What follows belongs to an exercise in optimizing a design on an open flow for small area, a short achievable clock period and few clock cycles; a production flow would make more cautious choices.
At most, simulation tests tie the RTL to the original design; equivalence was not proved.
Only the layout flow was run in run 5; the RTL was not checked for function there.
No activity file was given, so power comes from the tool's default toggle rates.

--- flow/config.mk ---
export PLATFORM = sky130hd
export DESIGN_NAME = SD
export DESIGN_NICKNAME = SD
export VERILOG_FILES = /design/flow/design.v
export SDC_FILE = /design/flow/constraint.sdc
export NUM_CORES = 4
export LEC_CHECK = 0
export ABC_CLOCK_PERIOD_IN_PS = 2500
export CAP_MARGIN = 20
export CORE_MARGIN = 2
export CORE_UTILIZATION = 60
export CTS_BUF_LIST = sky130_fd_sc_hd__clkbuf_16
export CTS_CLUSTER_DIAMETER = 100
export CTS_CLUSTER_SIZE = 24
export SLEW_MARGIN = 20
--- flow/constraint.sdc ---
create_clock -name core_clock -period 8.5 [get_ports {clk}]
set_input_delay 1.7000 -clock core_clock [delete_from_list [all_inputs] [get_ports {clk}]]
set_output_delay 1.7000 -clock core_clock [all_outputs]
set_load 0.01 [all_outputs]
--- flow/design.v ---
module SD(
    clk,
    rst_n,
    in_valid,
    in,
    out_valid,
    out
    );
input            clk, rst_n, in_valid;
input      [3:0] in;
output reg       out_valid;
output reg [3:0] out;
localparam P_IN  = 2'd0;     
localparam P_SLV = 2'd1;     
localparam P_OUT = 2'd2;     
reg  [1:0] phase;
wire       ph_in  = (phase == P_IN);
wire       ph_out = (phase == P_OUT);
reg [1:0] xo, xs, yo, ys;
wire last_x   = (xo == 2'd2) & (xs == 2'd2);
wire last_y   = (yo == 2'd2) & (ys == 2'd2);
wire first_x  = (xo == 2'd0) & (xs == 2'd0);
wire first_y  = (yo == 2'd0) & (ys == 2'd0);
wire last_in  = in_valid & last_x & last_y;      
wire is_blank = in_valid & (in == 4'd0);
wire [8:0] din;
genvar g;
generate
    for (g = 0; g < 9; g = g + 1) begin : g_din
        assign din[g] = (in == g + 1);
    end
endgenerate
reg [8:0] colr [0:8];
wire [8:0] col_old = first_y ? 9'd0 : colr[8];
integer i;
always @(posedge clk) begin
    colr[0] <= col_old | din;
    for (i = 1; i < 9; i = i + 1)
        colr[i] <= colr[i-1];
end
reg [8:0] boxm [0:2];
wire box_new = (yo == 2'd0) & (xo == 2'd0);
generate
    for (g = 0; g < 3; g = g + 1) begin : g_box
        always @(posedge clk)
            if (xs == g)
                boxm[g] <= (box_new ? 9'd0 : boxm[g]) | din;
    end
endgenerate
wire [8:0] box_old = box_new ? 9'd0 : boxm[xs];
reg [8:0] rowm;
wire [8:0] row_old = first_x ? 9'd0 : rowm;
always @(posedge clk)
    rowm <= row_old | din;
reg  [8:0] ex;               
wire [8:0] slot = {ex[7:0], 1'b1} & ~ex;
reg [8:0] cand  [0:8];       
reg [1:0] bxs   [0:8];       
reg [1:0] bxo   [0:8];
reg [8:0] inrow;             
reg [8:0] inband;            
wire [8:0] related;          
wire [8:0] new_cand = ~(col_old | box_old | row_old);
generate
    for (g = 0; g < 9; g = g + 1) begin : g_blank
        wire same_stack = (bxs[g] == xs);
        assign related[g] = inrow[g] | (inband[g] & same_stack) | (same_stack & (bxo[g] == xo));
        always @(posedge clk) begin
            if (slot[g]) begin
                cand[g]   <= new_cand;
                bxs[g]    <= xs;
                bxo[g]    <= xo;
                inrow[g]  <= ~last_x;
                inband[g] <= ~(last_x & (yo == 2'd2));
            end
            else begin
                if (related[g] & ph_in)
                    cand[g] <= cand[g] & ~din;
                if (last_x)
                    inrow[g] <= 1'b0;
                if (last_x & (yo == 2'd2))
                    inband[g] <= 1'b0;
            end
        end
    end
endgenerate
reg [35:0] relt;
generate
    for (g = 1; g < 9; g = g + 1) begin : g_rel
        always @(posedge clk)
            if (slot[g]) relt[g*(g-1)/2 +: g] <= related[g-1:0];
    end
endgenerate
reg  [8:0] val [0:8];        
reg  [9:1] le;
wire [9:0] cur = {le, 1'b1} & ~{1'b0, le};
reg        retry;            
reg        ph_b;             
reg  [8:0] avail_r;          
reg  [8:0] jmp_r;            
wire [8:0] below = le[9:1];
wire [8:0] viol;
wire [8:0] jmp;
generate
    for (g = 0; g < 9; g = g + 1) begin : g_viol
        assign viol[g] = below[g] & ~|(val[g] & cand[g]);
        if (g == 0) begin : g0
            assign jmp[g] = viol[g];
        end else begin : gn
            assign jmp[g] = viol[g] & ~|viol[g-1:0];
        end
    end
endgenerate
wire any_viol = |viol;
wire [8:0] jmp_now = jmp_r & (below | cur[8:0]);
wire       do_jmp  = |jmp_now;
reg  [8:0] cand_c;
reg  [8:0] rel_c;
reg  [8:0] val_c;
always @(*) begin
    cand_c = 9'd0;
    rel_c  = 9'd0;
    val_c  = (cur[9] ? val[0] : 9'd0);
    for (i = 0; i < 9; i = i + 1) begin
        cand_c = cand_c | ({9{cur[i]}} & cand[i]);
        val_c  = val_c  | ({9{cur[i]}} & val[i]);
    end
    for (i = 1; i < 9; i = i + 1)
        rel_c  = rel_c  | ({9{cur[i]}} & ({9'd0, relt} >> (i*(i-1)/2)) & ((9'd1 << i) - 9'd1));
end
reg [8:0] used;
always @(*) begin
    used = 9'd0;
    for (i = 0; i < 8; i = i + 1)
        used = used | ({9{rel_c[i]}} & val[i]);
end
wire [8:0] above;
assign above[0] = ~retry;
generate
    for (g = 1; g < 9; g = g + 1) begin : g_above
        assign above[g] = ~retry | (|val_c[g-1:0]);
    end
endgenerate
wire [8:0] avail = cand_c & ~used & above;
always @(posedge clk)
    avail_r <= avail;
wire [8:0] pick;              
assign pick[0] = avail_r[0];
generate
    for (g = 1; g < 9; g = g + 1) begin : g_pick
        assign pick[g] = avail_r[g] & ~|avail_r[g-1:0];
    end
endgenerate
wire found = |avail_r;
wire can_step = |(cur[8:0] & ex);
wire stepped  = ~ph_out & ~do_jmp & ph_b;
wire done = (phase == P_SLV) & cur[9] & ~any_viol;
wire [9:1] jmp_le;
assign jmp_le[9] = 1'b0;
generate
    for (g = 1; g < 9; g = g + 1) begin : g_jl
        assign jmp_le[g] = |jmp_now[8:g];
    end
endgenerate
always @(posedge clk or negedge rst_n) begin
    if (!rst_n) begin
        le     <= 9'd0;
        retry  <= 1'b0;
        ph_b   <= 1'b0;
        jmp_r  <= 9'd0;
    end
    else begin
        jmp_r  <= ph_out ? 9'd0 : jmp;
        ph_b   <= ~ph_out & ~do_jmp & ~ph_b & can_step;
        if (ph_out) begin
            le    <= le[9] ? 9'd0 : {le[8:1], 1'b1};
            retry <= 1'b0;
        end
        else if (done) begin
            le    <= 9'd1;
            retry <= 1'b0;
        end
        else if (do_jmp) begin
            le    <= jmp_le;
            retry <= 1'b1;
        end
        else if (ph_b) begin
            le    <= found ? {le[8:1], 1'b1} : {1'b0, le[9:2]};
            retry <= ~found;
        end
    end
end
generate
    for (g = 0; g < 9; g = g + 1) begin : g_val
        always @(posedge clk)
            if (cur[g] & stepped)
                val[g] <= pick;
    end
endgenerate
always @(posedge clk or negedge rst_n)
    if (!rst_n) ex <= 9'd0;
    else if (done) ex <= 9'd0;
    else if (is_blank) ex <= ex | slot;
always @(posedge clk or negedge rst_n) begin
    if (!rst_n)
        phase <= P_IN;
    else case (phase)
        P_IN:    if (last_in) phase <= P_SLV;
        P_SLV:   if (done) phase <= P_OUT;
        default: if (cur[9]) phase <= P_IN;
    endcase
end
always @(posedge clk or negedge rst_n) begin
    if (!rst_n) begin
        xo <= 2'd0; xs <= 2'd0; yo <= 2'd0; ys <= 2'd0;
    end
    else if (in_valid) begin
        xo <= (xo == 2'd2) ? 2'd0 : xo + 2'd1;
        if (xo == 2'd2) begin
            xs <= (xs == 2'd2) ? 2'd0 : xs + 2'd1;
            if (xs == 2'd2) begin
                yo <= (yo == 2'd2) ? 2'd0 : yo + 2'd1;
                if (yo == 2'd2)
                    ys <= (ys == 2'd2) ? 2'd0 : ys + 2'd1;
            end
        end
    end
end
wire emit = done | (ph_out & ~cur[9]);
always @(posedge clk or negedge rst_n) begin
    if (!rst_n) begin
        out_valid <= 1'b0;
        out       <= 4'd0;
    end
    else begin
        out_valid <= emit;
        out       <= emit ? {val_c[7] | val_c[8],
                             val_c[3] | val_c[4] | val_c[5] | val_c[6],
                             val_c[1] | val_c[2] | val_c[5] | val_c[6],
                             val_c[0] | val_c[2] | val_c[4] | val_c[6] | val_c[8]} : 4'd0;
    end
end
endmodule
--- flow/flow/run.sh ---
#!/bin/bash
# The standard layout, with two changes to how it is made:
#  - port buffers are buf_2 cells (buffer_ports would otherwise pick a delay cell)
#  - timing repair aims past the target period (the clock period is unchanged)
set -euo pipefail
MARGIN=$(cat flow/margin.txt)
bash standard.sh finish \
  "BUFFER_PORTS_ARGS=-buffer_cell sky130_fd_sc_hd__buf_2" \
  "SETUP_SLACK_MARGIN=${MARGIN}" > standard.log 2>&1
--- flow/flow/margin.txt ---
5.7
--- flow/standard.sh ---
#!/bin/bash
# synth_recipe.tcl (not shown) runs the flow's synth.tcl, then flattens the netlist and writes it again
# the make line also repeats each setting of config.mk as NAME=value (left out here)
make -C /OpenROAD-flow-scripts/flow DESIGN_CONFIG=/design/flow/config.mk WORK_HOME=/design/flow/orfs CLKGATE_MAP_FILE= SYNTH_SCRIPT=/design/flow/synth_recipe.tcl "${@:-finish}"
==> results.tsv, run 1 <==
metric	value	unit
gr-total-overflow	0	
fp.coreArea	0.0285	mm^2
r2r-start	le[5]	
r2r_end	avail_r[6]	
r2r_setup_slack	5.76	ns
synthTopCellsByArea	edfxtp_1, dfxtp_1, dfrtp_1, nand2_1, a22oi_1	
wl_per_cell	28.3	um
synth-edff-count	279	
setup_tns	0	ns
seqPwrFrac	46.9	%
htree_num_levels	1	
swShare	40.7	%
reg2reg_depth	8	
wirelength	50.4	mm
cts.sinks	422	
drv_slew	0	
intPower	4.45	mW
place.gp.congestion	1.04	
yosysMostFrequentCell	edfxtp_1	
drive_gt1_share	10.3	%
finalHoldViolCount	0	
setup_viol	0	
finalCritPeriodShare	32.5	%
pwr-share-comb	38.6	%
synthCells	1403	
clockPowerShare	14.5	%
required	6.80	ns
fp.dieW	173	um
placed_area	0.0176	mm^2
cts.path.max_buffers	3	
worst_pin_slew	1.12	ns
synthTopCellsByCount	edfxtp_1, nand2_1, dfxtp_1	
hold_start	colr[2][5]	
cp-end-kind	output pin	
max_freq	0.362	GHz
critPathMaxStageDelay	0.38	ns
holdBufCountCts	0	
synth_nets	1415	
post-place-ws	4.40	ns
setup_ws	5.74	ns
min_delay_path_depth	0	
synth_cell_type_count	64	
io_pins	12	
fp.dieH	173	um
finalClockSkew	0.0274	ns
dr.pass1.iters	11	
fillers	2177	
ys_seq_elements	422	
fin_crit	2.76	ns
antenna_found_initial	1	
ys.flop_type	edfxtp_1	
final_cell_area	0.0186	mm^2
antenna_left	0	
cap_violations	0	
port_buffers	11	
final_core_util	65.3	%
initialDrtViolationCount	2206	
yosysTopAreaCell	edfxtp_1	
path_max_fanout	1	
switching_power	3.05	mW
start_util	60.5	%
worst_setup_path_start_kind	flip-flop	
rsz0062_at_grt	yes	
clk_pin_slew_worst_paths	0.10	ns
route.vias.total	12400	
cp_cell_sequence	buf_2	
p_per_area	404	mW/mm^2
cts_tree	done	
cp_slowest_cell	dfrtp_1	
route.detailed.drc	0	
routed_via_density	6.93	
clk-insertion-delay-late	0.56	ns
cts-buffers-inserted	21	
grt_max_degree	45	
leakagePower	7.16	nW
max_slew_margin	25.0	%
dp_hpwl	35.2	mm
antenna_cells	0	
synth_top_area_share	48.6	%
hold_class	reg -> reg	
ys_warn_count	7	
row_count	62	
grt_pass1_wl	75.1	mm
seq_area_frac_synth	66.5	%
ir_drop	248	uV
avgSynthCellArea	12.3	um^2
outcome	finished clean	
gr-usage-all-layers	33.5	%
worstPathArrival	1.06	ns
grt_pass1_vias	11600	
dieArea	0.0301	mm^2
synthArstFlopShare	10.4	%
syn2layout_area_growth	7.92	%
synth_area	0.0172	mm^2
fin_nets	1396	
min_to	colr[3][5]	
root_buffer	clkbuf_16	
cp_num_buf_inv	1	
path_class	reg -> out	
path_delay_family	flip-flops	
-- sequential cells by signal, summed over array words and instances, names as in the netlist, 4 cells and up --
signal   count
bxs         18
jmp_r        9
inrow        9
colr        81
boxm        27
bxo         18
relt        36
le           9
out          4
inband       9
ex           9
rowm         9
cand        81
val         81
avail_r      9
-- how the worst max path moves through the flow --
stage | startpoint | to | cells past startpoint
after floorplan | le[2] | val[3][0] | 7
after global placement | le[1] | val[4][5] | 6
after detailed placement | le[4] | val[4][2] | 5
after CTS | in[3] | cand[1][5] | 4
after global routing | in[3] | cand[7][6] | 4
final | out[0] | out[0] | 1
-- metrics by stage --
step | total power [mW] | hold WS (ns) | cells
after CTS | 7.33 | 0.323 | 1774
after detailed placement | 6.19 | 0.312 | 1732
after floorplan | 5.19 | 0.310 | 1403
after global placement | 6.12 | 0.310 | 1731
final | 7.51 | 0.317 | 1783
after global routing | 7.84 | 0.334 | 1783
-- cells by family (layout without fill, tap and decap cells) --
logic type,Yosys count,count (layout),synth area share (%)
AND/OR/NAND/NOR,437,437,11.9
flip-flops,422,422,66.5
AO/OA/AOI/OAI,372,372,15.8
buffers and inverters,118,114,2.74
XOR/XNOR,36,36,1.83
multiplexers,13,13,0.792
adder cells (fa/ha/maj),5,5,0.363
-- cells in the final DEF, fill, tap and decap left out, drive strengths merged, types with 21 or more instances in the layout --
master	netlist	layout
a222oi	28	28
nand2	185	185
a22oi	72	72
clkbuf	73	21
nand3	53	53
a21o	32	32
a22o	22	22
edfxtp	279	279
o21ai	38	38
o22ai	65	65
a221oi	33	33
nor2	74	74
a21oi	29	29
buf	23	54
xnor2	34	34
nor3	21	21
nand2b	27	27
dfrtp	44	44
inv	21	37
dfxtp	99	99
-- power by group through the flow --
stage               registers, mW  logic (mW)  clock network (mW)
global placement             3.50        2.62                   0
floorplan                    3.19        2.00                   0
global route                 3.55        3.11                1.17
CTS                          3.48        2.75                1.09
detailed placement           3.52        2.67                   0
finish                       3.52        2.90                1.09
-- layer usage --
layer / routed length (um) / global-route usage [%] / up-vias
met4: 2120 / 12.4 / 2
met3: 6070 / 7.98 / 176
met5: 13 / 0 / -
met2: 22200 / 50.5 / 868
li1: - / - / 5302
met1: 20000 / 48.0 / 6011
-- layout make-up --
| class | count | area, um^2 | area share [%] |
|---|---|---|---|
| clock inverters | 17 | 73.8 | 0.397 |
| clock buffers | 21 | 526 | 2.83 |
| repair buffers | 54 | 400 | 2.15 |
| well taps | 384 | 480 | 2.58 |
| inverters | 22 | 82.6 | 0.444 |
| multi-input cells | 863 | 5550 | 29.8 |
| flip-flops and latches | 422 | 11500 | 61.8 |
-- what timing repair did --
action                     4_1_cts  5_1_grt
resized for setup               31       27
setup endpoints to repair      206      174
pin swaps                        2        6
buffers inserted                 4        9
Testbench counts, summed over its fixed seeds: cycles 28,958.
==> run 2: changes to the inputs <==
==> flow/flow/margin.txt (replaced) <==
5.8
--- a/flow/config.mk
+++ b/flow/config.mk
@@ -5,10 +5,10 @@
 export SDC_FILE = /design/flow/constraint.sdc
 export NUM_CORES = 4
 export LEC_CHECK = 0
-export ABC_CLOCK_PERIOD_IN_PS = 2500
+export ABC_CLOCK_PERIOD_IN_PS = 3000
 export CAP_MARGIN = 20
 export CORE_MARGIN = 2
-export CORE_UTILIZATION = 60
+export CORE_UTILIZATION = 65
 export CTS_BUF_LIST = sky130_fd_sc_hd__clkbuf_16
 export CTS_CLUSTER_DIAMETER = 100
 export CTS_CLUSTER_SIZE = 24
==> results.tsv, run 2 <==
metric	value	unit	change
outcome	finished clean		
switching_power	3.07	mW	+0.51%
fp.dieW	167	um	-3.8%
dr.pass1.iters	10		-1
antenna_found_initial	2		+1
wl_per_cell	29.0	um	+2.5%
io_pins	12		unchanged
clk_pin_slew_worst_paths	0.09	ns	about the same
fillers	1784		-18%
clk-insertion-delay-late	0.56	ns	about the same
p_per_area	406	mW/mm^2	+0.51%
final_common_cell	edfxtp_1		
synth_cell_type_count	64		unchanged
synth-edff-count	279		unchanged
cts.path.max_buffers	3		unchanged
drv_slew	0		unchanged
avgSynthCellArea	12.3	um^2	unchanged
seqPwrFrac	46.8	%	about the same
r2r-start	le[8]		
fp.dieH	167	um	-3.8%
wirelength	50.2	mm	-0.45%
synth_top_area_share	48.6	%	unchanged
gr-usage-all-layers	35.8	%	+2.3 points
ys_warn_count	7		unchanged
leakagePower	7.17	nW	+0.22%
max_slew_margin	26.4	%	+1.4 points
route.vias.total	12500		+1.2%
path_delay_family	flip-flops		
rsz0062_at_grt	yes		
grt_pass1_wl	74.9	mm	-0.22%
path_class	reg -> out		
grt_pass1_vias	11800		+1.9%
hold_class	reg -> reg		
cap_violations	0		unchanged
synth_area	0.0172	mm^2	unchanged
seq_area_frac_synth	66.5	%	unchanged
ir_drop	361	uV	+46%
cts.sinks	422		unchanged
fin_crit	2.75	ns	-0.00940 ns
worst_setup_path_start_kind	flip-flop		
critPathLaunch	out[0]		
finalHoldViolCount	0		unchanged
yosysTopAreaCell	edfxtp_1		
cts_tree	done		
worst_pin_slew	1.10	ns	-0.0207 ns
cp-end-kind	output pin		
required	6.80	ns	about the same
critPathMaxStageDelay	0.37	ns	about the same
drive_gt1_share	11.0	%	+0.73 points
synthArstFlopShare	10.4	%	unchanged
path_max_fanout	1		unchanged
yosysMostFrequentCell	edfxtp_1		
holdBufCountCts	0		unchanged
cp_cell_sequence	buf_2		
antenna_cells	0		unchanged
hold_start	colr[7][6]		
ys_seq_elements	422		unchanged
final_cell_mix	edfxtp_1, nand2_1, dfxtp_1		
row_count	59		-4.8%
setup_tns	0	ns	unchanged
fp.coreArea	0.0261	mm^2	-8.5%
place.gp.congestion	1.04		+0.22%
dieArea	0.0278	mm^2	-7.5%
synthTopCellsByArea	edfxtp_1, dfxtp_1, dfrtp_1, nand2_1, a22oi_1		
synthTopCellsByCount	edfxtp_1, nand2_1, dfxtp_1		
top_regs	cand (81), colr (81), val (81)		
cp_slowest_cell	dfrtp_1		
intPower	4.49	mW	+0.83%
clockPowerShare	14.4	%	about the same
route.detailed.drc	0		unchanged
max_freq	0.363	GHz	+0.34%
pwr-share-comb	38.9	%	+0.3 points
finalClockSkew	0.0317	ns	+0.00432 ns
routed_via_density	7.22		+4.2%
final_core_util	71.5	%	+6.2 points
synth_nets	1415		unchanged
grt_max_degree	45		unchanged
worstPathArrival	1.05	ns	about the same
port_buffers	11		unchanged
fin_nets	1395		-0.072%
start_util	66.1	%	+5.6 points
gr-total-overflow	0		unchanged
ys.flop_type	edfxtp_1		
syn2layout_area_growth	8.12	%	
antenna_left	0		unchanged
setup_viol	0		unchanged
cts-buffers-inserted	21		unchanged
swShare	40.6	%	-0.077 points
synthCells	1403		unchanged
cp_num_buf_inv	1		unchanged
root_buffer	clkbuf_16		
finalCritPeriodShare	32.4	%	-0.11 points
htree_num_levels	1		unchanged
initialDrtViolationCount	2471		+12%
dp_hpwl	34.2	mm	-2.8%
## run 2: repair_timing
item / CTS / global route
buffers inserted: 8 / 10
endpoints found under the hold margin: 0 / 0
gates resized for setup: 41 / 33
setup endpoints to repair: 218 / 122
pin swaps: 4 / 7
## run 2: power by group through the flow
stage          sequential (mW)  combinational, mW  clock, mW
6_report                  3.53               2.94       1.09
5_1_grt                   3.56               3.14       1.17
4_1_cts                   3.49               2.75       1.09
3_5_place_dp              3.53               2.63          0
3_3_place_gp              3.51               2.58          0
2_1_floorplan             3.19               2.00          0
## run 2: kinds of logic (layout without fill, tap and decap cells)
group | Yosys count | in the layout | synth area share, %
AOI/OAI and AO/OA | 372 | 372 | 15.8
adders and majority gates | 5 | 5 | 0.363
and+or+nand+nor | 437 | 437 | 11.9
DFF | 422 | 422 | 66.5
buffers and inverters | 118 | 112 | 2.74
muxes | 13 | 13 | 0.792
xor gates and xnor gates | 36 | 36 | 1.83
## run 2: cell type report
cell class              count  area (um^2)  area share, %
clock inverters            16         72.6          0.390
repair buffers             53          423           2.27
clock buffers              21          526           2.82
flip-flops and latches    422        11500           61.7
inverters                  22         82.6          0.443
well taps                 335          419           2.25
multi-input cells         863         5620           30.2
## run 2: final timing paths
check / cells after the start / slack [ns] / end
setup / recovery: 1 / 5.75 / out[0]
hold / removal: 0 / 0.31 / colr[8][6]
setup reg to reg: 8 / 5.77 / avail_r[4]
hold reg to reg: 0 / 0.31 / colr[8][6]
max in group asynchronous: 1 / 6.80 / le[5]
min in group asynchronous: 1 / 1.17 / yo[0]
## run 2: layer usage
layer  wire (um)  vias up  global-route usage, %  part of all wire, %
li1            -     5296                      -                    -
met1       19200     6050                   51.7                   38
met2       22100      938                   53.1                   44
met3        6370      225                   8.60                   13
met4        2590        2                   14.1                  5.2
met5          13        -                      0                0.026
## run 2: metrics by stage
stage	power, mW	cell area, um^2	cells	worst slack [ns]	hold slack, ns
floorplan	5.19	17300	1403	5.64	0.310
global route	7.87	18600	1732	5.71	0.319
global placement	6.09	17500	1677	4.52	0.310
finish	7.56	18600	1732	5.75	0.315
detailed placement	6.16	17500	1677	4.27	0.312
CTS	7.34	18400	1722	5.74	0.319
==> run 3: changes to the inputs <==
--- a/flow/config.mk
+++ b/flow/config.mk
@@ -8,7 +8,7 @@
 export ABC_CLOCK_PERIOD_IN_PS = 3000
 export CAP_MARGIN = 20
 export CORE_MARGIN = 2
-export CORE_UTILIZATION = 65
+export CORE_UTILIZATION = 60
 export CTS_BUF_LIST = sky130_fd_sc_hd__clkbuf_16
 export CTS_CLUSTER_DIAMETER = 100
 export CTS_CLUSTER_SIZE = 24
==> results.tsv, run 3 <==
metric	value	unit	change
outcome	finished clean		
worst_setup_path_start_kind	flip-flop		
routed_via_density	6.95		-3.7%
synth_cell_type_count	64		unchanged
ys_seq_elements	422		unchanged
worstPathArrival	1.06	ns	about the same
worst_pin_slew	1.12	ns	+0.0200 ns
drv_slew	0		unchanged
ir_drop	233	uV	-36%
antenna_found_initial	0		-2
finalCritPeriodShare	32.4	%	+0.035 points
cts_tree	done		
synthCells	1403		unchanged
fp.coreArea	0.0285	mm^2	+9.3%
antenna_left	0		unchanged
gr-usage-all-layers	33.3	%	-2.5 points
cts.path.max_buffers	3		unchanged
fin_nets	1399		+0.29%
grt_pass1_vias	11600		-1.2%
ys.flop_type	edfxtp_1		
critPathMaxStageDelay	0.38	ns	about the same
avgSynthCellArea	12.3	um^2	unchanged
cts.sinks	422		unchanged
path_delay_family	flip-flops		
fp.dieH	173	um	+4.0%
row_count	62		+5.1%
reg2reg_depth	7		-1
p_per_area	402	mW/mm^2	-0.98%
initialDrtViolationCount	2149		-13%
synth_nets	1415		unchanged
io_pins	12		unchanged
hold_class	reg -> reg		
cp_num_buf_inv	1		unchanged
synth-edff-count	279		unchanged
cp-end-kind	output pin		
synthTopCellsByArea	edfxtp_1, dfxtp_1, dfrtp_1, nand2_1, a22oi_1		
setup_tns	0	ns	unchanged
htree_num_levels	1		unchanged
port_buffers	11		unchanged
fillers	2137		+20%
dp_hpwl	34.8	mm	+1.9%
route.vias.total	12400		-0.74%
yosysMostFrequentCell	edfxtp_1		
route.detailed.drc	0		unchanged
place.gp.congestion	0.999		-4.0%
r2r-start	val[6][2]		
path_class	reg -> out		
final_cell_mix	edfxtp_1, nand2_1, dfxtp_1		
r2r_end	le[2]		
required	6.80	ns	about the same
grtUsageMet2	50.4	%	-2.7 points
start_util	60.5	%	-5.6 points
rsz0062_at_grt	yes		
clk-insertion-delay-late	0.56	ns	about the same
synth_top_area_share	48.6	%	unchanged
min_to	colr[5][3]		
top_regs	cand (81), colr (81), val (81)		
finalHoldViolCount	0		unchanged
path_max_fanout	1		unchanged
hold_start	colr[4][3]		
root_buffer	clkbuf_16		
leakagePower	7.19	nW	+0.26%
dr.pass1.iters	9		-1
cap_violations	0		unchanged
seq_area_frac_synth	66.5	%	unchanged
synthArstFlopShare	10.4	%	unchanged
antenna_cells	0		unchanged
max_freq	0.363	GHz	-0.11%
finalClockSkew	0.0272	ns	-0.00450 ns
gr-total-overflow	0		unchanged
busiest_layer	met2		
dieArea	0.0301	mm^2	+8.1%
grt_max_degree	45		unchanged
wl_per_cell	28.2	um	-2.7%
hold_slack	0.314	ns	-0.000827 ns
drive_gt1_share	11.7	%	+0.67 points
cts-buffers-inserted	21		unchanged
ys_warn_count	7		unchanged
clk_pin_slew_worst_paths	0.09	ns	about the same
wirelength	50.4	mm	+0.33%
fin_crit	2.76	ns	+0.00297 ns
r2r_setup_slack	5.76	ns	about the same
yosysTopAreaCell	edfxtp_1		
use_met1	48.7	%	-3.1 points
setup_viol	0		unchanged
cp_cell_sequence	buf_2		
fp.dieW	173	um	+4.0%
max_slew_margin	25.1	%	-1.3 points
grt_pass1_wl	75.1	mm	+0.21%
final_common_cell	edfxtp_1		
syn2layout_area_growth	8.57	%	
min_delay_path_depth	0		unchanged
cp_slowest_cell	dfrtp_1		
synth_area	0.0172	mm^2	unchanged
met3_usage	6.91	%	-1.7 points
synthTopCellsByCount	edfxtp_1, nand2_1, dfxtp_1		
run 3: cell counts after synthesis:
Identical to the previous run, type by type.
run 3: layer usage:
metal / vias to the layer above / routed length (um)
met5: - / 0
met4: 0 / 2090
met3: 156 / 6110
met2: 843 / 22300
met1: 6118 / 19900
li1: 5301 / -
run 3: what timing repair did:
| action | CTS | global route |
|---|---|---|
| pin swaps | 4 | 6 |
| hold buffers | 0 | 0 |
| setup buffers | 5 | 17 |
| gates cloned | 0 | 0 |
| gates resized for setup | 46 | 34 |
| endpoints found under the setup margin | 249 | 206 |
run 3: layout make-up:
type / instances / area [um^2] / share of cell area [%]
tap: 384 / 480 / 2.57
clock inverter: 17 / 76.3 / 0.408
sequential: 422 / 11500 / 61.4
inverter: 22 / 82.6 / 0.441
multi-input combinational: 863 / 5610 / 30.0
timing repair buffer: 57 / 442 / 2.36
clock buffer: 21 / 526 / 2.81
run 3: logic make-up after synthesis:
family	count (synthesis)	synth area share, %
buffers and inverters	118	2.74
adder cells (fa/ha/maj)	5	0.363
multiplexers	13	0.792
AO/OA/AOI/OAI	372	15.8
AND/OR/NAND/NOR	437	11.9
flip-flops	422	66.5
XOR/XNOR	36	1.83
run 3: how the worst max path moves through the flow:
| stage | startpoint | to | slack (ns) | cells past startpoint |
|---|---|---|---|---|
| 5_1_grt | out[1] | out[1] | 5.72 | 1 |
| 2_1_floorplan | le[2] | val[3][0] | 5.64 | 7 |
| 3_5_place_dp | le[1] | val[4][5] | 4.26 | 5 |
| 3_3_place_gp | le[1] | val[4][3] | 4.47 | 5 |
| 4_1_cts | out[3] | out[3] | 5.74 | 1 |
| 6_report | out[3] | out[3] | 5.74 | 1 |
run 3: power breakdown:
group	internal (mW)	leakage (nW)	switching (mW)
sequential	2.95	4.03	0.570
clock	0.458	0.349	0.631
combinational	1.06	2.81	1.84
run 3: stage by stage:
| stage | total power [mW] | instances | instance area, um^2 | util (%) | worst slack (ns) |
|---|---|---|---|---|---|
| 6_report | 7.52 | 1786 | 18700 | 65.7 | 5.74 |
| 5_1_grt | 7.85 | 1786 | 18700 | 65.7 | 5.72 |
| 4_1_cts | 7.31 | 1769 | 18400 | 64.7 | 5.74 |
| 3_5_place_dp | 6.16 | 1726 | 17600 | 61.8 | 4.26 |
| 3_3_place_gp | 6.12 | 1726 | 17600 | 61.8 | 4.47 |
| 2_1_floorplan | 5.19 | 1403 | 17300 | - | 5.64 |
==> run 4: changes to the inputs <==
--- a/flow/config.mk
+++ b/flow/config.mk
@@ -10,6 +10,6 @@
 export CORE_MARGIN = 2
 export CORE_UTILIZATION = 60
 export CTS_BUF_LIST = sky130_fd_sc_hd__clkbuf_16
-export CTS_CLUSTER_DIAMETER = 100
-export CTS_CLUSTER_SIZE = 24
+export CTS_CLUSTER_DIAMETER = 80
+export CTS_CLUSTER_SIZE = 20
 export SLEW_MARGIN = 20
==> results.tsv, run 4 <==
metric	value	unit	change
finalHoldViolCount	0		unchanged
yosys.area_share.simple	11.9	%	unchanged
synth_cell_type_count	64		unchanged
synth_top_family_by_area	compound AO/OA/AOI/OAI gates		
clk_pin_slew_worst_paths	0.08	ns	about the same
initialDrtViolationCount	2310		+7.5%
gr-total-overflow	0		unchanged
fin_crit	2.79	ns	+0.0321 ns
r2r_setup_slack	5.78	ns	+0.02 ns
holdBufCountCts	0		unchanged
ys_seq_elements	422		unchanged
synth-compound-area-share	15.8	%	unchanged
synthAdderAreaFrac	0.363	%	unchanged
synth_top_area_share	48.6	%	unchanged
dieArea	0.0301	mm^2	unchanged
yosysTopAreaCell	edfxtp_1		
path_delay_family	flip-flops		
worst_setup_path_start_kind	flip-flop		
clk-insertion-delay-late	0.59	ns	+0.03 ns
row_count	62		unchanged
fp.dieW	173	um	unchanged
synth_area	0.0172	mm^2	unchanged
gr-usage-all-layers	33.4	%	+0.15 points
port_buffers	11		unchanged
synthXorXnorAreaFrac	1.83	%	unchanged
grt_pass1_wl	75.3	mm	+0.33%
antenna_left	0		unchanged
antenna_found_initial	0		unchanged
required	6.80	ns	about the same
yosysMostFrequentCell	edfxtp_1		
synthTopCellsByArea	edfxtp_1, dfxtp_1, dfrtp_1, nand2_1, a22oi_1		
path_class	reg -> out		
route.detailed.drc	0		unchanged
synthTopCellsByCount	edfxtp_1, nand2_1, dfxtp_1		
fin_nets	1406		+0.50%
worst_pin_slew	1.12	ns	-0.00317 ns
reg2reg_depth	7		unchanged
route.vias.total	12500		+0.59%
cp_slowest_cell	dfrtp_1		
critPathMaxStageDelay	0.38	ns	about the same
hold_start	colr[7][6]		
synthArstFlopShare	10.4	%	unchanged
dp_hpwl	34.8	mm	unchanged
place.gp.congestion	0.999		unchanged
fp.dieH	173	um	unchanged
cts_tree	done		
fp.coreArea	0.0285	mm^2	unchanged
r2r_end	le[2]		
cp-end-kind	output pin		
max_freq	0.359	GHz	-1.2%
synthCells	1403		unchanged
p_per_area	406	mW/mm^2	+1.0%
final_cell_mix	edfxtp_1, nand2_1, dfxtp_1		
drive_gt1_share	12.1	%	+0.41 points
hold_class	reg -> reg		
cap_violations	0		unchanged
start_util	60.5	%	unchanged
rsz0062_at_grt	yes		
htree_num_levels	1		unchanged
top_regs	cand (81), colr (81), val (81)		
final_common_cell	edfxtp_1		
io_pins	12		unchanged
wirelength	50.4	mm	+0.12%
antenna_cells	0		unchanged
synth_nets	1415		unchanged
max_slew_margin	25.3	%	+0.21 points
drv_slew	0		unchanged
cp_cell_sequence	buf_2		
final_core_util	66.2	%	+0.51 points
setup_tns	0	ns	unchanged
ys.flop_type	edfxtp_1		
root_buffer	clkbuf_16		
cts.sinks	422		unchanged
dr.pass1.iters	10		+1
leakagePower	7.27	nW	+1.1%
ys_warn_count	7		unchanged
synth-edff-count	279		unchanged
worstPathArrival	1.09	ns	+0.03 ns
grt_pass1_vias	11700		+0.42%
cp_num_buf_inv	1		unchanged
r2r-start	val[7][3]		
setup_viol	0		unchanged
routed_via_density	6.95		about the same
cts-buffers-inserted	25		+19%
grt_max_degree	45		unchanged
ir_drop	218	uV	-6.5%
wl_per_cell	28.1	um	-0.44%
avgSynthCellArea	12.3	um^2	unchanged
syn2layout_area_growth	9.40	%	
finalCritPeriodShare	32.8	%	+0.38 points
cts.path.max_buffers	3		unchanged
seq_area_frac_synth	66.5	%	unchanged
path_max_fanout	1		unchanged
finalClockSkew	0.0290	ns	+0.00185 ns
outcome	finished clean		
min_to	colr[8][6]		
synth.mux.area_fraction	0.792	%	unchanged
min_delay_path_depth	0		unchanged
## run 4: changes by cell type in the layout (fill, tap and decap cells not counted), sizes merged
cell,delta
clkbuf,+4
clkinv,+2
buf,+3
inv,+1
## run 4: layer usage
metal	track usage [%]	vias up	routed length (um)
met5	0	-	0
li1	-	5320	-
met3	8.00	181	6500
met4	11.0	0	2220
met1	48.4	6095	19600
met2	50.3	895	22100
## run 4: layout make-up
cell class	count	area, um^2
Tap cell	384	480
Multi-Input combinational cell	863	5610
Fill cell	2132	9620
Inverter	22	82.6
Timing Repair Buffer	60	459
Sequential cell	422	11500
Clock inverter	20	104
Clock buffer	25	626
## run 4: stage by stage
step | power [mW] | area (um^2) | cells | worst slack (ns) | hold WS, ns
after floorplan | 5.19 | 17300 | 1403 | 5.64 | 0.310
after global placement | 6.12 | 17600 | 1726 | 4.47 | 0.310
after detailed placement | 6.16 | 17600 | 1726 | 4.26 | 0.312
after CTS | 7.42 | 18600 | 1776 | 5.72 | 0.323
after global routing | 7.99 | 18800 | 1796 | 5.70 | 0.334
final | 7.65 | 18800 | 1796 | 5.71 | 0.322
## run 4: power breakdown
group | total [mW] | leakage [nW] | internal, mW | switching, mW
Clock | 1.20 | 0.415 | 0.543 | 0.658
Sequential | 3.53 | 4.03 | 2.95 | 0.573
Combinational | 2.92 | 2.82 | 1.07 | 1.85
## run 4: cells by family after synthesis
family | after synthesis
fa+ha+maj | 5
compound gates | 372
xor+xnor | 36
mux | 13
simple gates | 437
buf+inv | 118
flops | 422
## run 4: worst max-delay path by stage
stage	cells past startpoint	start	endpoint	slack, ns
after CTS	1	out[3]	out[3]	5.72
after detailed placement	5	le[1]	val[4][5]	4.26
after global placement	5	le[1]	val[4][3]	4.47
after global routing	1	out[3]	out[3]	5.70
final	1	out[3]	out[3]	5.71
after floorplan	7	le[2]	val[3][0]	5.64
## run 4: repair_timing
action / 4_1_cts / 5_1_grt
gates resized for setup: 46 / 33
setup endpoints to repair: 245 / 198
hold endpoints to repair: 0 / 0
pin swaps: 4 / 5
buffers inserted: 5 / 19
==> run 5: changes to the inputs <==
--- a/flow/design.v
+++ b/flow/design.v
@@ -91,14 +91,24 @@
             if (slot[g]) relt[g*(g-1)/2 +: g] <= related[g-1:0];
     end
 endgenerate
-reg  [8:0] val [0:8];        
-reg  [9:1] le;
-wire [9:0] cur = {le, 1'b1} & ~{1'b0, le};
+reg  [8:1] vt [0:8];
+wire [8:0] val [0:8];        
+generate
+    for (g = 0; g < 9; g = g + 1) begin : g_val1
+        assign val[g] = {vt[g], 1'b1} & ~{1'b0, vt[g]};
+    end
+endgenerate
+reg  [9:0] cur;              
 reg        retry;            
-reg        ph_b;             
-reg  [8:0] avail_r;          
+reg        fail_r;           
 reg  [8:0] jmp_r;            
-wire [8:0] below = le[9:1];
+wire [8:0] below;
+assign below[0] = |cur[9:1];
+generate
+    for (g = 1; g < 9; g = g + 1) begin : g_below
+        assign below[g] = below[g-1] & ~cur[g];
+    end
+endgenerate
 wire [8:0] viol;
 wire [8:0] jmp;
 generate
@@ -116,14 +126,11 @@
 wire       do_jmp  = |jmp_now;
 reg  [8:0] cand_c;
 reg  [8:0] rel_c;
-reg  [8:0] val_c;
 always @(*) begin
     cand_c = 9'd0;
     rel_c  = 9'd0;
-    val_c  = (cur[9] ? val[0] : 9'd0);
     for (i = 0; i < 9; i = i + 1) begin
         cand_c = cand_c | ({9{cur[i]}} & cand[i]);
-        val_c  = val_c  | ({9{cur[i]}} & val[i]);
     end
     for (i = 1; i < 9; i = i + 1)
         rel_c  = rel_c  | ({9{cur[i]}} & ({9'd0, relt} >> (i*(i-1)/2)) & ((9'd1 << i) - 9'd1));
@@ -134,59 +141,53 @@
     for (i = 0; i < 8; i = i + 1)
         used = used | ({9{rel_c[i]}} & val[i]);
 end
-wire [8:0] above;
-assign above[0] = ~retry;
-generate
-    for (g = 1; g < 9; g = g + 1) begin : g_above
-        assign above[g] = ~retry | (|val_c[g-1:0]);
-    end
-endgenerate
+reg [8:1] vt_c;
+always @(*) begin
+    vt_c = cur[9] ? vt[0] : 8'd0;
+    for (i = 0; i < 9; i = i + 1)
+        vt_c = vt_c | ({8{cur[i]}} & vt[i]);
+end
+wire [8:0] above = ~({vt_c, 1'b1} & {9{retry}});
 wire [8:0] avail = cand_c & ~used & above;
-always @(posedge clk)
-    avail_r <= avail;
-wire [8:0] pick;              
-assign pick[0] = avail_r[0];
+wire [8:1] pick_t;            
 generate
     for (g = 1; g < 9; g = g + 1) begin : g_pick
-        assign pick[g] = avail_r[g] & ~|avail_r[g-1:0];
-    end
-endgenerate
-wire found = |avail_r;
+        assign pick_t[g] = ~|avail[g-1:0];
+    end
+endgenerate
+wire found = |avail;
 wire can_step = |(cur[8:0] & ex);
-wire stepped  = ~ph_out & ~do_jmp & ph_b;
-wire done = (phase == P_SLV) & cur[9] & ~any_viol;
-wire [9:1] jmp_le;
-assign jmp_le[9] = 1'b0;
-generate
-    for (g = 1; g < 9; g = g + 1) begin : g_jl
-        assign jmp_le[g] = |jmp_now[8:g];
-    end
-endgenerate
+wire stepped  = ~ph_out & ~do_jmp & ~fail_r & can_step;
+wire done = (phase == P_SLV) & cur[9] & ~fail_r & ~any_viol;
 always @(posedge clk or negedge rst_n) begin
     if (!rst_n) begin
-        le     <= 9'd0;
+        cur    <= 10'd1;
         retry  <= 1'b0;
-        ph_b   <= 1'b0;
+        fail_r <= 1'b0;
         jmp_r  <= 9'd0;
     end
     else begin
+        fail_r <= stepped & ~found;
         jmp_r  <= ph_out ? 9'd0 : jmp;
-        ph_b   <= ~ph_out & ~do_jmp & ~ph_b & can_step;
         if (ph_out) begin
-            le    <= le[9] ? 9'd0 : {le[8:1], 1'b1};
+            cur   <= cur[9] ? 10'd1 : {cur[8:0], 1'b0};
             retry <= 1'b0;
         end
         else if (done) begin
-            le    <= 9'd1;
+            cur   <= 10'd2;
             retry <= 1'b0;
         end
         else if (do_jmp) begin
-            le    <= jmp_le;
+            cur   <= {1'b0, jmp_now};
             retry <= 1'b1;
         end
-        else if (ph_b) begin
-            le    <= found ? {le[8:1], 1'b1} : {1'b0, le[9:2]};
-            retry <= ~found;
+        else if (fail_r) begin
+            cur   <= {2'b0, cur[9:2]};
+            retry <= 1'b1;
+        end
+        else if (can_step) begin
+            cur   <= {cur[8:0], 1'b0};
+            retry <= 1'b0;
         end
     end
 end
@@ -194,7 +195,7 @@
     for (g = 0; g < 9; g = g + 1) begin : g_val
         always @(posedge clk)
             if (cur[g] & stepped)
-                val[g] <= pick;
+                vt[g] <= pick_t;
     end
 endgenerate
 always @(posedge clk or negedge rst_n)
@@ -234,10 +235,10 @@
     end
     else begin
         out_valid <= emit;
-        out       <= emit ? {val_c[7] | val_c[8],
-                             val_c[3] | val_c[4] | val_c[5] | val_c[6],
-                             val_c[1] | val_c[2] | val_c[5] | val_c[6],
-                             val_c[0] | val_c[2] | val_c[4] | val_c[6] | val_c[8]} : 4'd0;
+        out       <= emit ? {vt_c[7],
+                             vt_c[3] & ~vt_c[7],
+                             vt_c[1] & ~vt_c[3] | vt_c[5] & ~vt_c[7],
+                             ~vt_c[1] | vt_c[2] & ~vt_c[3] | vt_c[4] & ~vt_c[5] | vt_c[6] & ~vt_c[7] | vt_c[8]} : 4'd0;
     end
 end
 endmodule
==> flow/flow/margin.txt (replaced) <==
5.5
--- a/flow/config.mk
+++ b/flow/config.mk
@@ -10,6 +10,6 @@
 export CORE_MARGIN = 2
 export CORE_UTILIZATION = 60
 export CTS_BUF_LIST = sky130_fd_sc_hd__clkbuf_16
-export CTS_CLUSTER_DIAMETER = 80
-export CTS_CLUSTER_SIZE = 20
+export CTS_CLUSTER_DIAMETER = 100
+export CTS_CLUSTER_SIZE = 24
 export SLEW_MARGIN = 20
==> results.tsv, run 5 <==
metric	value	unit	change
fp.dieW	174	um	+0.20%
wirelength	53.7	mm	+6.4%
yosysMostFrequentCell	edfxtp_1		
finalCritPeriodShare	36.2	%	+3.4 points
fp.coreArea	0.0285	mm^2	+0.27%
fillers	2192		+2.8%
route.vias.total	13000		+3.9%
top_regs	cand (81), colr (81), vt (72)		
min_to	colr[8][5]		
ys_warn_count	7		unchanged
grt_pass1_wl	77.3	mm	+2.7%
initialDrtViolationCount	2196		-4.9%
route.met2.wl	23.2	mm	+5.0%
dr.pass1.iters	9		-1
cp_num_buf_inv	2		+1
max_slew_margin	30.5	%	+5.2 points
multi_input_area	0.00597	mm^2	+6.5%
synth_cell_type_count	72		+13%
gr-total-overflow	0		unchanged
top_layer	met4		
root_buffer	clkbuf_16		
finalHoldViolCount	0		unchanged
path_class	reg -> reg		
synth-edff-count	270		-3.2%
cts.path.max_buffers	3		unchanged
wl_per_cell	28.8	um	+2.7%
drive_gt1_share	11.7	%	-0.40 points
route.detailed.drc	0		unchanged
setup_viol	0		unchanged
wl_met3	6.67	mm	+2.6%
p_per_area	284	mW/mm^2	-30%
ys_seq_elements	405		-4.0%
worst_pin_slew	1.04	ns	-0.0776 ns
antenna_left	0		unchanged
required	8.76	ns	+1.96 ns
placed_area	0.0177	mm^2	+0.57%
rsz0062_at_grt	yes		
post-place-ws	4.42	ns	+0.157 ns
power	5.39	mW	-29%
setup_ws	5.42	ns	-0.289 ns
fp.dieH	174	um	+0.20%
clk_pin_slew_worst_paths	0.10	ns	+0.02 ns
cts.sinks	405		-4.0%
finalClockSkew	0.0220	ns	-0.00698 ns
clk-insertion-delay-late	0.55	ns	-0.04 ns
cp-end-kind	flip-flop		
ir_drop	238	uV	+9.1%
dieArea	0.0302	mm^2	+0.40%
port_buffers	11		unchanged
min_delay_path_depth	0		unchanged
cap_violations	0		unchanged
fin_nets	1476		+5.0%
synth_nets	1473		+4.1%
cp.depth	8		+7
seq_area_frac_synth	63.8	%	-2.7 points
cts_tree	done		
wl_met1	21.4	mm	+9.3%
hold_start	colr[7][5]		
final_cell_area	0.0190	mm^2	+0.60%
hold_class	reg -> reg		
setup_tns	0	ns	unchanged
synthTopCellsByArea	edfxtp_1, dfxtp_1, dfrtp_1, nand2_1, a22oi_1		
leakagePower	7.31	nW	+0.61%
r2r_end	vt[0][2]		
final_cell_mix	edfxtp_1, nand2_1, dfxtp_1		
r2r-start	cur[8]		
seqCellArea	0.0110	mm^2	-3.9%
max_freq	0.325	GHz	-9.4%
synthTopCellsByCount	edfxtp_1, nand2_1, dfxtp_1		
ys.flop_type	edfxtp_1		
synth_area	0.0173	mm^2	+0.41%
antenna_found_initial	0		unchanged
synthCells	1461		+4.1%
r2r_setup_slack	5.42	ns	-0.36 ns
reg2reg_depth	8		+1
syn2layout_area_growth	9.61	%	
antenna_cells	0		unchanged
io_pins	12		unchanged
path_delay_family	simple AND/OR/NAND/NOR gates		
gr-usage-all-layers	34.4	%	+0.94 points
worst_setup_path_start_kind	flip-flop		
cp_slowest_cell	or4_4		
avgSynthCellArea	11.8	um^2	-3.6%
worstPathArrival	3.34	ns	+2.25 ns
final_common_cell	edfxtp_1		
cp_cell_sequence	buf_12 -> or4_4 -> o41a_1 -> a2111oi_4 -> nand4_4 -> nor4_4 -> buf_4 -> and2_4		
synthArstFlopShare	11.1	%	+0.68 points
drv_slew	0		unchanged
final_core_util	66.4	%	+0.21 points
path_max_fanout	8		+7
fin_crit	3.08	ns	+0.289 ns
outcome	finished clean		
row_count	62		unchanged
start_util	60.6	%	+0.081 points
holdBufCountCts	0		unchanged
place.gp.congestion	1.09		+9.4%
synth_top_area_share	46.9	%	-1.8 points
grt_pass1_vias	11700		-0.017%
htree_num_levels	1		unchanged
critPathMaxStageDelay	0.52	ns	+0.14 ns
routed_via_density	6.97		+0.28%
yosysTopAreaCell	edfxtp_1		
dp_hpwl	36.5	mm	+4.7%
grt_max_degree	46		+2.2%
cts-buffers-inserted	20		-20%
[run 5: cell count changes after synthesis, moves of 11 or more]
cell / previous run / this run
a222oi_1: 28 / 17
nand2_1: 185 / 173
inv_1: 21 / 51
nand3b_1: 5 / 35
and2_1: 4 / 17
[run 5: what timing repair did]
item | CTS | global route
pin swaps | 12 | 13
endpoints found under the setup margin | 245 | 194
gates cloned | 0 | 5
setup buffers | 14 | 19
gates resized for setup | 39 | 42
[run 5: logic make-up (layout without fill, tap and decap cells)]
kind of cell | after synthesis | count (layout) | synth area share (%)
AND/OR/NAND/NOR | 477 | 477 | 14.0
flip-flops | 405 | 405 | 63.8
AO/OA/AOI/OAI | 377 | 377 | 15.9
buffers and inverters | 147 | 163 | 3.25
XOR/XNOR | 36 | 36 | 1.82
multiplexers | 14 | 14 | 0.846
adder cells (fa/ha/maj) | 5 | 5 | 0.362
[run 5: cell type report]
type	count	share of cell area (%)
inverters	52	1.03
repair buffers	76	3.68
multi-input cells	909	31.5
well taps	384	2.53
clock buffers	20	2.64
clock inverters	15	0.370
flip-flops and latches	405	58.3
[run 5: routing by layer]
layer / global-route usage (%) / up-vias
met3: 8.20 / 177
li1: - / 5525
met5: 0 / -
met1: 50.7 / 6348
met2: 51.7 / 929
met4: 8.89 / 0
[run 5: where the power goes]
| part | internal, mW | switching, mW | total [mW] |
|---|---|---|---|
| clock | 0.435 | 0.599 | 1.03 |
| sequential | 2.69 | 0.369 | 3.06 |
| combinational | 0.412 | 0.886 | 1.30 |
[run 5: worst max path at each step]
| stage | start | end | slack, ns |
|---|---|---|---|
| 2_1_floorplan | cur[7] | fail_r | 5.50 |
| 3_3_place_gp | cur[2] | fail_r | 4.58 |
| 3_5_place_dp | cur[2] | fail_r | 4.42 |
| 4_1_cts | cur[7] | fail_r | 5.35 |
| 5_1_grt | cur[8] | vt[0][2] | 5.34 |
| 6_report | cur[8] | vt[0][2] | 5.42 |
[run 5: metrics by stage]
step / cells / hold WS [ns]
finish: 1861 / 0.322
global route: 1861 / 0.329
CTS: 1837 / 0.325
detailed placement: 1788 / 0.312
global placement: 1788 / 0.310
floorplan: 1461 / 0.310

## port drivers added, routing unchanged
No port has a modelled driver above. Below, the same layouts with a new extraction and two added sets of constraints.
Step 1 assumes that a clkbuf_16 drives the clock port and a buf_2 every other input.
Step 2 adds t to the input delays and takes it off the output delays; t is the mean of the earliest and latest rising clock arrival at the registers after step 1. Input paths then give back, and output paths get back, about the clock's delay inside the block.
Three values: ideal ports, drivers, drivers and shift; two values: the first two.
| run | shift t [ns] | setup WS [ns] | worst setup path at the end | worst register clock-pin slew, ns |
|---|---|---|---|---|
| run 1 | 0.595 | 5.738 / 5.687 / 5.201 | input to register | 0.11 / 0.11 |
| run 2 | 0.593 | 5.747 / 5.697 / 5.331 | input to register | 0.11 / 0.11 |
| run 3 | 0.593 | 5.744 / 5.692 / 5.321 | input to register | 0.10 / 0.10 |
| run 4 | 0.621 | 5.712 / 5.661 / 5.283 | input to register | 0.09 / 0.09 |
| run 5 | 0.593 | 5.423 / 5.423 / 5.037 | input to register | 0.10 / 0.10 |
After both steps every run listed still meets setup and hold. The setup slack of run 1, which loses most, moves by -0.051 ns with the drivers and by -0.537 ns with both steps.
